Source: an optimization exercise on an open RTL-to-GDS flow (aim: small area and a short achievable clock period). Production flows keep margins and buffers that such runs may drop. In this exercise RTL edits were held to simulation tests only and were not proved equivalent to the original.

== run C ==
Design iir_variable_filter, start of the top module:
module iir_variable_filter (
    input  wire               clk,
    input  wire               reset_n,
    input  wire        [8:0]  filter_index,
    input  wire signed [15:0] data_in,
    output wire signed [31:0] data_out
);
Settings: LEC_CHECK=0, CAP_MARGIN=5, CORE_MARGIN=2, CORE_UTILIZATION=50, CTS_BUF_LIST=sky130_fd_sc_hd__clkbuf_8, SETUP_SLACK_MARGIN=5, SLEW_MARGIN=5, SYNTH_HIERARCHICAL=1, TNS_END_PERCENT=0; clock period 15.0 ns.
standard.sh (not shown) runs the stock make flow with config.mk's settings and CLKGATE_MAP_FILE= SYNTH_SCRIPT=/design/flow/synth_recipe.tcl, a recipe that flattens the netlist after the stock synthesis.
==> flow/flow/run.sh <==
#!/bin/bash
# The standard layout (standard.sh: the standard flow's synthesis and ORFS flow, unchanged), except that the
# port buffers are the platform's smallest buffer (buffer_ports -buffer_cell) instead of the
# delay cell the resizer picks by default. make's full output goes to flow_make.log; ORFS keeps
# each step's own log under orfs/logs/.
set -euo pipefail
bash standard.sh "BUFFER_PORTS_ARGS=-buffer_cell sky130_fd_sc_hd__buf_1" finish > flow_make.log 2>&1
#### Input delta (run B over run C)
# run C
export LEC_CHECK = 0
export CAP_MARGIN = 5
export CORE_MARGIN = 2
export CORE_UTILIZATION = 50
export CTS_BUF_LIST = sky130_fd_sc_hd__clkbuf_8
export SETUP_SLACK_MARGIN = 5
export SLEW_MARGIN = 5
export SYNTH_HIERARCHICAL = 1
export TNS_END_PERCENT = 0
create_clock -name core_clock -period 15.0 [get_ports {clk}]
# run B
export LEC_CHECK = 0
export CAP_MARGIN = 20
export CORE_MARGIN = 2
export CORE_UTILIZATION = 50
export CTS_BUF_LIST = sky130_fd_sc_hd__clkbuf_8 sky130_fd_sc_hd__clkbuf_16
export SETUP_SLACK_MARGIN = 5
export SLEW_MARGIN = 20
export SYNTH_HIERARCHICAL = 1
export TNS_END_PERCENT = 0
create_clock -name core_clock -period 15.0 [get_ports {clk}]
==> results.txt <==
- Compared with run C, run B shows core occupancy in the finished layout higher by 0.96 points.
- Against run C as the reference, run B delivers a lower sequential share of layout area.
- Run B reached the final stage; the timing, design-rule and antenna checks on its layout passed.
- On clock-pin transition on the worst setup and hold timing paths: run B sits below run C.

---

== alpha ==
iir_variable_filter again, from the RTL that the note above started with.
export LEC_CHECK = 0
export ABC_AREA = 1
export CAP_MARGIN = 20
export CORE_MARGIN = 2
export CORE_UTILIZATION = 50
export CTS_BUF_LIST = sky130_fd_sc_hd__clkbuf_8 sky130_fd_sc_hd__clkbuf_16
export SETUP_SLACK_MARGIN = 5
export SLEW_MARGIN = 20
export SYNTH_HIERARCHICAL = 1
export TNS_END_PERCENT = 0
create_clock -name core_clock -period 15.0 [get_ports {clk}]
Scripts as last shown in full above: flow/flow/run.sh
Looking at the reports, alpha completed the entire flow and the layout it produced met the timing, design-rule and antenna checks.
Modified inputs, beta compared to alpha
Settings: CTS_CLUSTER_SIZE: unset -> 30; CTS_CLUSTER_DIAMETER: unset -> 100.
## What came out
beta ran to completion and came out clean on the timing, design-rule and antenna checks.
Going from alpha to beta, buffering stage count on the worst path with inverters included saw little to no change; area overhead of the layout relative to synthesis saw little to no change; final period demand of the worst path saw little to no change.
Between alpha and beta, the die footprint does not differ in any meaningful way.
From beta to alpha, utilization did not move at all.
Diff beta..alpha | routed wire length | negligible
Between beta and alpha, the difference in worst setup slack is negligible.
Mean routed wirelength per cell came out exactly the same in beta and alpha.
beta and alpha ended up with nearly the same count of flip-flops and latches.

---

== lane 1 ==
Starting RTL as in the previous note.
Settings: LEC_CHECK=0, ABC_AREA=1, CAP_MARGIN=20, CORE_MARGIN=2, CORE_UTILIZATION=50, CTS_BUF_LIST=sky130_fd_sc_hd__clkbuf_8 sky130_fd_sc_hd__clkbuf_16, SETUP_SLACK_MARGIN=5, SLEW_MARGIN=20, SYNTH_HIERARCHICAL=1, TNS_END_PERCENT=0; clock period 15.0 ns.
==> flow/flow/run.sh <==
#!/bin/bash
# The standard layout (standard.sh: the standard flow's synthesis and ORFS flow, unchanged), except that the
# port buffers are the platform's smallest buffer (buffer_ports -buffer_cell) instead of the
# delay cell the resizer picks by default, and repair_timing aims for 6 ns of setup slack. make's full output goes to flow_make.log; ORFS keeps
# each step's own log under orfs/logs/.
set -euo pipefail
bash standard.sh "BUFFER_PORTS_ARGS=-buffer_cell sky130_fd_sc_hd__buf_1" SETUP_SLACK_MARGIN=6 finish > flow_make.log 2>&1
Lane 1 | status: complete | timing, DRC, antenna: pass
> inputs changed (lane 1 -> lane 2)
Settings: SETUP_SLACK_MARGIN changed from 5 to 4; ABC_AREA removed (was 1).
==> flow/flow/run.sh <==
#!/bin/bash
# The standard layout (standard.sh: the standard flow's synthesis and ORFS flow, unchanged), except that the
# port buffers are the platform's smallest buffer (buffer_ports -buffer_cell) instead of the
# delay cell the resizer picks by default. make's full output goes to flow_make.log; ORFS keeps
# each step's own log under orfs/logs/.
set -euo pipefail
bash standard.sh "BUFFER_PORTS_ARGS=-buffer_cell sky130_fd_sc_hd__buf_1" finish > flow_make.log 2>&1
==> results.txt <==
- Lane 2 went all the way through the flow, and no timing, DRC or antenna check failed.
- For lane 2, the source of the critical timing path was filter_index[4], unlike lane 1, where it was filter_index[1].
- In the flow results for lane 1 and lane 2, the fraction of the mapped netlist area in compound gates is smaller on lane 1.
- Relative to lane 1, via count decreased by 2653 in lane 2.
- Lane 2 ended up with fewer standard cells than lane 1.
- Of lane 1 and lane 2, the higher first-pass GRT wire length belongs to lane 1.
- Between lane 1 and lane 2, worst setup slack is lower for lane 2, lane 1 comes in above that.
- Lane 2 vs lane 1: wire length after detailed routing down in lane 2
- Looking only at count of buffers not belonging to the clock network in the layout, and setting everything else aside, the lower value of lane 1 and lane 2 goes to lane 2.
- Relative to lane 1, the number of instances in the synthesized netlist of lane 2 is lower by 292.
- Lower proportion of cell area spent on the clock network goes to lane 1 over lane 2.

[what the ideal ports hide]
Ports are ideal in the flow. The routed layouts listed here were re-timed in OpenROAD.
Step 1 sets driving cells, clkbuf_16 on the clock port and buf_2 on the other inputs (assumed; they add their load-dependent delay and slew).
Step 2, shift: input delay + t, output delay - t, t = (earliest + latest rising clock arrival at the registers) / 2. This alone moves slack from input paths to output paths.
Slacks: ideal ports / drivers / drivers and shift; pairs: ideal ports / drivers.
run	shift t [ns]	setup slack, ns	worst hold slack (ns)
run C	0.644	4.976 / 4.978 / 4.334	0.397 / 0.397 / 0.397
run B	0.562	4.977 / 4.977 / 4.415	0.397 / 0.397 / 0.397
alpha	0.558	5.107 / 5.143 / 4.585	0.389 / 0.389 / 0.389
beta	0.558	5.107 / 5.143 / 4.585	0.389 / 0.389 / 0.389
lane 1	0.580	5.688 / 5.672 / 5.093	0.394 / 0.394 / 0.394
lane 2	0.566	4.202 / 4.239 / 3.673	0.394 / 0.394 / 0.394
After both steps every run listed still meets setup and hold. For run C, which loses most, drivers alone change the setup slack by +0.002 ns; drivers and shift together by -0.642 ns.
